This is an optimization exercise on Yosys and OpenROAD, whose aim is small area, a short achievable clock period and few clock cycles per item, not a production implementation.
Only simulation tests tie the RTL to the original design; equivalence was not proved.

the previous run:
==> flow/design.v (excerpt) <==
module Fp32Unit (
    output logic [31:0] intResult,
    output logic [31:0] fpResult,
    output logic writeFlags,
    output logic [4:0] writeFlagsValue,
    output logic done,
    input logic enable,
    input logic flush,
    input logic [2:0] unit,
    input logic [3:0] command,
    input logic [2:0] roundingMode,
    input logic [31:0] intSrc1,
    input logic [31:0] intSrc2,
    input logic [31:0] fpSrc1,
    input logic [31:0] fpSrc2,
    input logic [31:0] fpSrc3,
    input logic clk,
    input logic rst
);
Size: ~44,000 µm² of cells after synthesis.
Settings: LEC_CHECK=0, ABC_CLOCK_PERIOD_IN_PS=80000, CAP_MARGIN=20, CORE_MARGIN=2, CORE_UTILIZATION=40, SETUP_SLACK_MARGIN=5, SLEW_MARGIN=20; clock period 240.0 ns.
run.sh (not shown) runs the stock make flow with config.mk's settings and CLKGATE_MAP_FILE= SYNTH_SCRIPT=/design/flow/synth_recipe.tcl, a recipe that flattens the netlist after the stock synthesis.
The previous run has completed all stages; timing, DRC and antenna checks passed.
Testbench counts of the previous run, summed over its fixed seeds: cycles 23,936, ops 12,000.
Input-level comparison between the current run and the previous run:
==> flow/flow/run.sh (new file) <==
#!/bin/bash
# The standard layout with two changes to how it is optimised; the clock
# period and all constraints stay the design's:
#  - timing repair aims at a setup slack of 141 ns instead of 5 ns, so it
#    also works on the paths from inputs to outputs, which set the period
#    the layout achieves;
#  - every port still gets its buffer, but a plain buf_1 (repair resizes it
#    where timing needs) instead of the default delay buffer.
set -euo pipefail
bash standard.sh SETUP_SLACK_MARGIN=141 \
    "BUFFER_PORTS_ARGS=-buffer_cell sky130_fd_sc_hd__buf_1" \
    finish > standard_flow.log 2>&1
==> flow/standard.sh (new file) <==
#!/bin/bash
# synth_recipe.tcl (not shown) runs the flow's synth.tcl, then flattens the netlist and writes it again
# the make line also repeats each setting of config.mk as NAME=value (left out here)
make -C /OpenROAD-flow-scripts/flow DESIGN_CONFIG=/design/flow/config.mk WORK_HOME=/design/flow/orfs CLKGATE_MAP_FILE= SYNTH_SCRIPT=/design/flow/synth_recipe.tcl "${@:-finish}"
--- a/flow/config.mk
+++ b/flow/config.mk
@@ -9,5 +9,6 @@
 export CAP_MARGIN = 20
 export CORE_MARGIN = 2
-export CORE_UTILIZATION = 40
-export SETUP_SLACK_MARGIN = 5
+export CORE_UTILIZATION = 55
+export CTS_BUF_LIST = sky130_fd_sc_hd__clkbuf_4 sky130_fd_sc_hd__clkbuf_8
+export PLACE_DENSITY = 0.7
 export SLEW_MARGIN = 20
removed: flow/run.sh
Findings:
- Of the current run and the previous run, the lower clock slew at the register clock pins of the worst setup and hold paths belongs to the previous run.
- Going from the previous run to the current run, the non-clock buffer count was found to have gone up by 3.1%.
- Count of clock-buffer cells in the layout ended up 2 lower on the current run than on the previous run.
- Side by side, sum of buffers and inverters on the critical path turned out lower in the current run than in the previous run.

========
== v6 ==
Another version of the RTL of Fp32Unit (not shown whole).
Size in the first run: about 130 flip-flops, ~43000 µm² of cells after synthesis.
// Fp32Unit
module Fp32Unit (
    output logic [31:0] intResult,
    output logic [31:0] fpResult,
    output logic writeFlags,
    output logic [4:0] writeFlagsValue,
    output logic done,
    input logic enable,
    input logic flush,
    input logic [2:0] unit,
    input logic [3:0] command,
    input logic [2:0] roundingMode,
    input logic [31:0] intSrc1,
    input logic [31:0] intSrc2,
    input logic [31:0] fpSrc1,
    input logic [31:0] fpSrc2,
    input logic [31:0] fpSrc3,
    input logic clk,
    input logic rst
);
Settings: LEC_CHECK=0, ABC_CLOCK_PERIOD_IN_PS=80000, CAP_MARGIN=20, CORE_MARGIN=2, CORE_UTILIZATION=60, CTS_BUF_LIST=sky130_fd_sc_hd__clkbuf_4 sky130_fd_sc_hd__clkbuf_8, PLACE_DENSITY=0.74, SLEW_MARGIN=20; clock period 240.0 ns.
standard.sh (not shown) runs the stock make flow with config.mk's settings and CLKGATE_MAP_FILE= SYNTH_SCRIPT=/design/flow/synth_recipe.tcl, a recipe that flattens the netlist after the stock synthesis.
==> flow/flow/run.sh <==
#!/bin/bash
# The standard layout with two changes to how it is optimised; the clock
# period and all constraints stay the design's:
#  - timing repair aims at a setup slack of 141 ns instead of 5 ns, so it
#    also works on the paths from inputs to outputs, which set the period
#    the layout achieves;
#  - every port still gets its buffer, but a plain buf_1 (repair resizes it
#    where timing needs) instead of the default delay buffer.
set -euo pipefail
bash standard.sh SETUP_SLACK_MARGIN=141 \
    "BUFFER_PORTS_ARGS=-buffer_cell sky130_fd_sc_hd__buf_1" \
    finish > standard_flow.log 2>&1
Testbench counts of v6, summed over its fixed seeds: cycles 23,936, ops 12,000.
[inputs] v7 vs v6
-- flow/config.mk --
<<< v6, line 11
export CORE_UTILIZATION = 60
>>> v7, line 11
export CORE_UTILIZATION = 55
<<< v6, line 13
export PLACE_DENSITY = 0.74
>>> v7, line 13
export PLACE_DENSITY = 0.7
==> results.txt <==
- v6 went all the way through synthesis, placement and routing and the layout is clean on timing, DRC and antenna.
- v7: flow completed, timing, DRC and antenna clean
- From v6 to v7 the numbers moved as follows: post-synthesis async set-or-reset flop share essentially unchanged, area inside the core boundary climbed about 9%, routability congestion estimate saw a decrease.

========
## yarrow
RTL: one of the versions met above, not the one the previous note started from.
Size in the first run: ~5200 cells after synthesis, ~140 flip-flops, roughly 250 I/O pins.
==> flow/config.mk <==
export PLATFORM = sky130hd
export DESIGN_NAME = Fp32Unit
export DESIGN_NICKNAME = Fp32Unit
export VERILOG_FILES = /design/flow/design.v
export SDC_FILE = /design/flow/constraint.sdc
export NUM_CORES = 4
export LEC_CHECK = 0
export ABC_CLOCK_PERIOD_IN_PS = 80000
export CAP_MARGIN = 20
export CORE_MARGIN = 2
export CORE_UTILIZATION = 40
export CTS_BUF_LIST = sky130_fd_sc_hd__clkbuf_4 sky130_fd_sc_hd__clkbuf_8
export SLEW_MARGIN = 20
==> flow/constraint.sdc <==
create_clock -name core_clock -period 240.0 [get_ports {clk}]
set_input_delay 48.0000 -clock core_clock [delete_from_list [all_inputs] [get_ports {clk}]]
set_output_delay 48.0000 -clock core_clock [all_outputs]
set_load 0.01 [all_outputs]
==> flow/flow/run.sh <==
#!/bin/bash
# The standard layout with two changes to how it is optimised; the clock
# period and all constraints stay the design's:
#  - timing repair aims at a setup slack of 141 ns instead of 5 ns, so it
#    also works on the paths from inputs to outputs, which set the period
#    the layout achieves;
#  - every port still gets its buffer, but a plain buf_2 (repair resizes it
#    where timing needs) instead of the default delay buffer.
set -euo pipefail
bash standard.sh SETUP_SLACK_MARGIN=141 \
    "BUFFER_PORTS_ARGS=-buffer_cell sky130_fd_sc_hd__buf_2" \
    finish > standard_flow.log 2>&1
Both conditions hold for yarrow: the flow ran to the end and the final layout passed the timing, DRC and antenna checks.
Testbench counts of yarrow, summed over its fixed seeds: cycles 23,936, ops 12,000.
Input-level comparison between cedar and yarrow:
- CAP_MARGIN changed from 20 to 10
- SLEW_MARGIN changed from 20 to 10
diff --git a/flow/flow/run.sh b/flow/flow/run.sh
--- a/flow/flow/run.sh
+++ b/flow/flow/run.sh
@@ -3,3 +3,3 @@
 # period and all constraints stay the design's:
-#  - timing repair aims at a setup slack of 141 ns instead of 5 ns, so it
+#  - timing repair aims at a setup slack of 140 ns instead of 5 ns, so it
 #    also works on the paths from inputs to outputs, which set the period
@@ -9,3 +9,3 @@
 set -euo pipefail
-bash standard.sh SETUP_SLACK_MARGIN=141 \
+bash standard.sh SETUP_SLACK_MARGIN=140 \
     "BUFFER_PORTS_ARGS=-buffer_cell sky130_fd_sc_hd__buf_2" \
Number of ordinary and repair buffers in the finished layout across cedar and yarrow: no real change.
Area growth from synthesis to final layout: cedar vs yarrow, no meaningful difference
Summary of the comparison: number of antenna violations at the first check in global routing is higher in cedar, relative to yarrow.
The critical path arrival in cedar was higher than what yarrow gave.
Utilization of the core after routing: cedar vs yarrow — no meaningful difference
Going from yarrow to cedar, final non-filler cell area ~0 delta; detailed-route via count lower; share of cell area taken by multi-input logic gates shows no meaningful change; fraction of the cycle the final worst path needs ~0 delta.
cedar improves on yarrow in routed wire length.
Between cedar and yarrow, post-layout minimum cycle time is higher for cedar, yarrow comes in under that.

[static timing again, ports no longer ideal]
How much do the figures lean on ideal ports? The routed layouts below were timed once more, with nothing changed but the port constraints. Step 1 assumes that a clkbuf_16 drives the clock port and a buf_2 every other input. Step 2, shift: input delay + t, output delay - t, t = (earliest + latest rising clock arrival at the registers) / 2. This alone moves slack from input paths to output paths. Slacks: ideal ports / drivers / drivers and shift; pairs: ideal ports / drivers.
run	t (ns)	setup WS [ns]	worst setup path at the end	slew at the worst register clock pin (ns)	worst data-port slew with drivers (ns)
the previous run	0.544	137.181 / 137.155 / 137.155	input to output	0.07 / 0.07	0.12
the current run	0.609	139.828 / 139.796 / 139.796	input to output	0.11 / 0.11	0.12
v6	0.590	139.963 / 139.940 / 139.940	input to output	0.09 / 0.09	0.07
v7	0.611	140.019 / 139.997 / 139.997	input to output	0.11 / 0.11	0.09
yarrow	0.619	139.889 / 139.829 / 139.829	input to output	0.10 / 0.10	0.14
cedar	0.617	139.594 / 139.528 / 139.528	input to output	0.10 / 0.10	0.12
After both steps setup and hold are still met in every run listed. The setup slack of cedar, which loses most, moves by -0.066 ns with the drivers and by -0.066 ns with both steps.
